What follows belongs to an exercise in optimizing a design on an open flow for small area; a production flow would make more cautious choices.
Function was checked by simulation only, so behaviour that the tests miss may differ from the original.

==> flow/design.v <==
module Sudoku_Solver
	#(parameter p_CLKs_PB = 16)  
	(input i_Clk,
	 input i_Rx_UART,
	 input i_Switch_1,
	 output logic o_Tx_UART);
	localparam [1:0] RX = 2'd0, SOLVE = 2'd1, TX = 2'd2;
	wire rst = i_Switch_1;
	logic [269:0] ring;
	wire [9:0] head = ring[269:260];
	logic [1:0] p_cb, p_ri, p_rb;        
	logic [1:0] t_ci, t_cb, t_ri, t_rb;  
	logic [1:0] ph;
	logic       f;
	logic       pend;                    
	logic [3:0] a, b, c;
	logic       bs;
	wire [3:0] data = a, idx = b, timer = c;
	wire       busy = bs;                 
	wire       s = bs;                    
	wire [8:0] mask = {c[0], b, a};       
	wire [1:0] r = c[2:1];
	function automatic [11:0] dpd_dec(input [9:0] c);
		logic p, q, r, s_, t, u, v, w, x, y;
		{p, q, r, s_, t, u, v, w, x, y} = c;
		if (!v)
			dpd_dec = {1'b0, p, q, r, 1'b0, s_, t, u, 1'b0, w, x, y};
		else case ({w, x})
			2'b00: dpd_dec = {1'b0, p, q, r, 1'b0, s_, t, u, 3'b100, y};
			2'b01: dpd_dec = {1'b0, p, q, r, 3'b100, u, 1'b0, s_, t, y};
			2'b10: dpd_dec = {3'b100, r, 1'b0, s_, t, u, 1'b0, p, q, y};
			default: case ({s_, t})
				2'b00: dpd_dec = {3'b100, r, 3'b100, u, 1'b0, p, q, y};
				2'b01: dpd_dec = {3'b100, r, 1'b0, p, q, u, 3'b100, y};
				2'b10: dpd_dec = {1'b0, p, q, r, 3'b100, u, 3'b100, y};
				default: dpd_dec = {3'b100, r, 3'b100, u, 3'b100, y};
			endcase
		endcase
	endfunction
	function automatic [9:0] dpd_enc(input [11:0] g);
		logic a, b, c, d, e, f_, g_, h, i, j, k, m;
		{a, b, c, d, e, f_, g_, h, i, j, k, m} = g;
		case ({a, e, i})
			3'b000: dpd_enc = {b, c, d, f_, g_, h, 1'b0, j, k, m};
			3'b001: dpd_enc = {b, c, d, f_, g_, h, 3'b100, m};
			3'b010: dpd_enc = {b, c, d, j, k, h, 3'b101, m};
			3'b011: dpd_enc = {b, c, d, 2'b10, h, 3'b111, m};
			3'b100: dpd_enc = {j, k, d, f_, g_, h, 3'b110, m};
			3'b101: dpd_enc = {f_, g_, d, 2'b01, h, 3'b111, m};
			3'b110: dpd_enc = {j, k, d, 2'b00, h, 3'b111, m};
			default: dpd_enc = {2'b00, d, 2'b11, h, 3'b111, m};
		endcase
	endfunction
	wire [11:0] dg = dpd_dec(head);
	wire [3:0] d0 = dg[11:8], d1 = dg[7:4], d2 = dg[3:0];
	wire z0 = d0 == 4'd0, z1 = d1 == 4'd0, z2 = d2 == 4'd0;
	wire tick = &timer;
	wire endf = tick & idx == 4'd12;
	wire last = p_rb[1] & p_ri[1] & p_cb[1];
	wire e_rb = p_rb == t_rb;
	wire e_ri = p_ri == t_ri;
	wire e_cb = p_cb == t_cb;
	wire row  = e_rb & e_ri;
	wire at_t = row & e_cb;
	wire [1:0] rsel = ph == TX ? (!z0 ? 2'd0 : !z1 ? 2'd1 : 2'd2) : s ? r : 2'd2;
	logic [3:0] dr;
	always_comb
		case (rsel)
			2'd0:    dr = d0;
			2'd1:    dr = d1;
			default: dr = d2;
		endcase
	logic zj;
	always_comb
		case (t_ci)
			2'd0:    zj = z0;
			2'd1:    zj = z1;
			2'd2:    zj = z2;
			default: zj = 1'b0;
		endcase
	function automatic [8:0] onehot(input [3:0] d);
		for (int n = 0; n < 9; n++)
			onehot[n] = d == 4'(n + 1);
	endfunction
	wire peer = !s | row | (e_rb & e_cb) | (e_cb & r == t_ci);
	wire [8:0] seen = peer ? onehot(dr) : 9'd0;
	wire [8:0] zm = ~mask;
	wire single = (zm & (zm - 9'd1)) == 9'd0;
	wire [3:0] digit = {zm[7] | zm[8],
			    zm[3] | zm[4] | zm[5] | zm[6],
			    zm[1] | zm[2] | zm[5] | zm[6],
			    zm[0] | zm[2] | zm[4] | zm[6] | zm[8]};
	wire any_z  = z0 | z1 | z2;
	wire any_nz = !(z0 & z1 & z2);
	wire special = ph == SOLVE ? any_z : any_nz;
	wire tx_go    = ph == TX & !busy & f & any_nz;
	wire rx_start = ph == RX & !busy & tick & !i_Rx_UART;
	wire rx_wr    = ph == RX & pend & at_t;
	wire done_t   = at_t & r[1];
	wire s_next   = ph == SOLVE & (s ? !done_t : zj);
	logic       wr;
	logic [1:0] wsel;
	logic [3:0] wval;
	always_comb begin
		wsel = t_ci;
		case (ph)
			RX:      begin wr = rx_wr;                wval = data;  end
			SOLVE:   begin wr = s & done_t & single;  wval = digit; end
			default: begin wr = tx_go;                wval = 4'd0;
				       wsel = !z0 ? 2'd0 : !z1 ? 2'd1 : 2'd2; end
		endcase
	end
	wire [3:0] n0 = wr && wsel == 2'd0 ? wval : d0;
	wire [3:0] n1 = wr && wsel == 2'd1 ? wval : d1;
	wire [3:0] n2 = wr && wsel == 2'd2 ? wval : d2;
	always_ff @(posedge i_Clk)
		ring <= {ring[259:0], dpd_enc({n0, n1, n2})};
	always_ff @(posedge i_Clk) begin
		p_cb <= p_cb[1] ? 2'd0 : p_cb + 2'd1;
		if (p_cb[1]) begin
			p_ri <= p_ri[1] ? 2'd0 : p_ri + 2'd1;
			if (p_ri[1])
				p_rb <= p_rb[1] ? 2'd0 : p_rb + 2'd1;
		end
		f <= last | (f & !special);
		case (ph)
			RX: begin
				if (rx_wr) begin
					t_ci <= t_ci[1] ? 2'd0 : t_ci + 2'd1;
					if (t_ci[1]) begin
						t_cb <= t_cb[1] ? 2'd0 : t_cb + 2'd1;
						if (t_cb[1]) begin
							t_ri <= t_ri[1] ? 2'd0 : t_ri + 2'd1;
							if (t_ri[1])
								t_rb <= t_rb + 2'd1;
						end
					end
				end
				if (t_rb == 2'd3 && !busy)
					ph <= SOLVE;
			end
			SOLVE: begin
				if (!s)
					{t_rb, t_ri, t_cb} <= {p_rb, p_ri, p_cb};
				if (last && !s_next)
					t_ci <= t_ci[1] ? 2'd0 : t_ci + 2'd1;
				if (last && f && !special && !busy)
					ph <= TX;
			end
			default: ;
		endcase
		if (ph == SOLVE) begin
			bs <= s_next;
			{c[0], b, a} <= (s ? mask : 9'd0) | seen;
			if (!s_next)
				c[2:1] <= 2'd2;
			else if (!s)
				c[2:1] <= 2'd0;
			else if (at_t)
				c[2:1] <= r + 2'd1;
		end else begin
			c <= tx_go ? 4'd0 : timer + 4'd1;
			bs <= rx_start | tx_go | (busy & !endf);
			b <= (rx_start | tx_go ? 4'd3 : idx) + {3'd0, tick & !tx_go};
			if (tx_go)
				a <= dr;
			else if (tick && busy && idx[3:2] == 2'b01)
				a <= {i_Rx_UART, data[3:1]};
		end
		if (tick && busy && idx == 4'd7)
			pend <= 1'b1;
		else if (rx_wr)
			pend <= 1'b0;
		if (rst) begin
			{p_rb, p_ri, p_cb} <= 6'd0;
			{t_rb, t_ri, t_cb, t_ci} <= 8'd0;
			ph <= RX;
			bs <= 1'b0;
			pend <= 1'b0;
			c <= 4'd0;
		end
	end
	always_comb
		if (!(ph == TX && busy))
			o_Tx_UART = 1'b1;
		else if (idx[3:2] == 2'b01)
			o_Tx_UART = data[0];
		else
			o_Tx_UART = idx[3] ? !idx[1] : !idx[0];
endmodule
clock: 10.0 ns
lec_check: 0
abc_area: 1
cap_margin: 40
core_margin: 2
core_utilization: 30
place_density: 0.5
slew_margin: 20
standard.sh (not shown) runs the stock make flow with config.mk's settings and CLKGATE_MAP_FILE= SYNTH_SCRIPT=/design/flow/synth_recipe.tcl, a recipe that flattens the netlist after the stock synthesis.
==> flow/flow/run.sh <==
#!/bin/bash
# The standard layout (standard.sh), with two changes:
#  - synthesis: flow/my_synth.tcl, the standard flow's synthesis script with abc's mapping script
#    replaced by flow/abc_area.script;
#  - clock tree synthesis: the arguments in flow/cts_args.txt (no dummy loads).
# make/ORFS output goes to standard.log; ORFS's per-step logs are under orfs/logs.
set -euo pipefail
W="$(pwd)"
CTS="$(cat flow/cts_args.txt)"
bash standard.sh "SYNTH_SCRIPT=$W/flow/my_synth.tcl" "FLOW_ABC_SCRIPT=$W/flow/abc_area.script" \
  "CTS_ARGS=$CTS" finish > standard.log 2>&1
==> flow/flow/abc_area.script <==
strash
&get -n
&deepsyn -T 20
&dch -f
&nf -R 1000
&put
strash
&get -n
&dch -f
&nf -R 1000
&put
topo
==> flow/flow/cts_args.txt <==
-sink_clustering_enable -repair_clock_nets -dont_use_dummy_load -sink_clustering_size 12 -sink_clustering_max_diameter 40 -buf_list sky130_fd_sc_hd__clkbuf_4
==> flow/flow/my_synth.tcl <==
# The standard synthesis (synth_recipe.tcl), with abc's mapping script replaced by
# flow/abc_area.script (area-oriented &nf mapping). Registers are mapped by ORFS's
# dfflibmap as in the standard synthesis; only the combinational mapping differs.
proc synth {args} { yosys synth -nofsm -noshare {*}$args }
proc abc {args} {
  set i [lsearch -exact $args -script]
  if { $i >= 0 } { lset args [expr { $i + 1 }] $::env(FLOW_ABC_SCRIPT) }
  yosys abc {*}$args
}
source $::env(SCRIPTS_DIR)/synth.tcl
# left out here: clear keep_hierarchy, flatten, clean up, hide names made inside functions, write 1_2_yosys.v
The baseline finished with timing, DRC and antenna clean.
Edit:
--- a/flow/design.v
+++ b/flow/design.v
@@ -12,6 +12,7 @@
 	logic [1:0] t_ci, t_cb, t_ri, t_rb;  
 	logic [1:0] ph;
-	logic       f;
-	logic       pend;                    
+	logic       pf;
+	wire        pend = pf;
+	wire        f = pf;
 	logic [3:0] a, b, c;
 	logic       bs;
@@ -63,5 +64,5 @@
 	wire row  = e_rb & e_ri;
 	wire at_t = row & e_cb;
-	wire [1:0] rsel = ph == TX ? (!z0 ? 2'd0 : !z1 ? 2'd1 : 2'd2) : s ? r : 2'd2;
+	wire [1:0] rsel = ph == TX ? t_ci : s ? r : 2'd2;
 	logic [3:0] dr;
 	always_comb
@@ -91,8 +92,6 @@
 			    zm[1] | zm[2] | zm[5] | zm[6],
 			    zm[0] | zm[2] | zm[4] | zm[6] | zm[8]};
-	wire any_z  = z0 | z1 | z2;
-	wire any_nz = !(z0 & z1 & z2);
-	wire special = ph == SOLVE ? any_z : any_nz;
-	wire tx_go    = ph == TX & !busy & f & any_nz;
+	wire special = z0 | z1 | z2;
+	wire tx_go    = ph == TX & !busy & at_t;
 	wire rx_start = ph == RX & !busy & tick & !i_Rx_UART;
 	wire rx_wr    = ph == RX & pend & at_t;
@@ -104,10 +103,11 @@
 	always_comb begin
 		wsel = t_ci;
-		case (ph)
-			RX:      begin wr = rx_wr;                wval = data;  end
-			SOLVE:   begin wr = s & done_t & single;  wval = digit; end
-			default: begin wr = tx_go;                wval = 4'd0;
-				       wsel = !z0 ? 2'd0 : !z1 ? 2'd1 : 2'd2; end
-		endcase
+		if (ph == RX) begin
+			wr = rx_wr;
+			wval = data;
+		end else begin
+			wr = ph == SOLVE & s & done_t & single;
+			wval = digit;
+		end
 	end
 	wire [3:0] n0 = wr && wsel == 2'd0 ? wval : d0;
@@ -123,8 +123,14 @@
 				p_rb <= p_rb[1] ? 2'd0 : p_rb + 2'd1;
 		end
-		f <= last | (f & !special);
+		if (ph == RX) begin
+			if (tick && busy && idx == 4'd7)
+				pf <= 1'b1;
+			else if (rx_wr)
+				pf <= 1'b0;
+		end else
+			pf <= last | (f & !special);
 		case (ph)
-			RX: begin
-				if (rx_wr) begin
+			RX, TX: begin
+				if (rx_wr || tx_go) begin
 					t_ci <= t_ci[1] ? 2'd0 : t_ci + 2'd1;
 					if (t_ci[1]) begin
@@ -137,5 +143,5 @@
 					end
 				end
-				if (t_rb == 2'd3 && !busy)
+				if (t_rb == 2'd3 && !busy && ph == RX)
 					ph <= SOLVE;
 			end
@@ -145,6 +151,8 @@
 				if (last && !s_next)
 					t_ci <= t_ci[1] ? 2'd0 : t_ci + 2'd1;
-				if (last && f && !special && !busy)
+				if (last && f && !special && !busy) begin
 					ph <= TX;
+					{t_rb, t_ri, t_cb, t_ci} <= 8'd0;
+				end
 			end
 			default: ;
@@ -168,8 +176,4 @@
 				a <= {i_Rx_UART, data[3:1]};
 		end
-		if (tick && busy && idx == 4'd7)
-			pend <= 1'b1;
-		else if (rx_wr)
-			pend <= 1'b0;
 		if (rst) begin
 			{p_rb, p_ri, p_cb} <= 6'd0;
@@ -177,5 +181,5 @@
 			ph <= RX;
 			bs <= 1'b0;
-			pend <= 1'b0;
+			pf <= 1'b0;
 			c <= 4'd0;
 		end
Effect: The new run went through all stages and came out clean. Worst hold slack gets better by 0.0070 ns. Die area falls slightly. Cell count falls slightly. Fmax rises by a few percent. Design area falls slightly. Synthesized area falls slightly. Count of clock-buffer cells in the layout falls by 2. Core utilization falls by 0.21 points.

afterwards: timing with drivers on the ports:
The flow's constraints put no driver on any port. The routed layouts listed below were extracted and timed again, unchanged, in two steps.
Step 1 sets driving cells, clkbuf_16 on the clock port and buf_2 on the other inputs (assumed; they add their load-dependent delay and slew).
Step 2 times the ports against the registers' clock, not the clock port: input delays grow and output delays shrink by t, the midpoint of the rising clock arrivals with the driver on.
Three values: ideal ports, drivers, drivers and shift; two values: the first two.
run | t, ns | slack for setup (ns) | latest minus earliest clock arrival (ns)
the first run | 0.611 | 5.651 / 5.613 / 6.050 | 0.092 / 0.091
the second run | 0.603 | 5.915 / 5.879 / 6.012 | 0.059 / 0.059
After both steps every run listed still meets setup and hold.
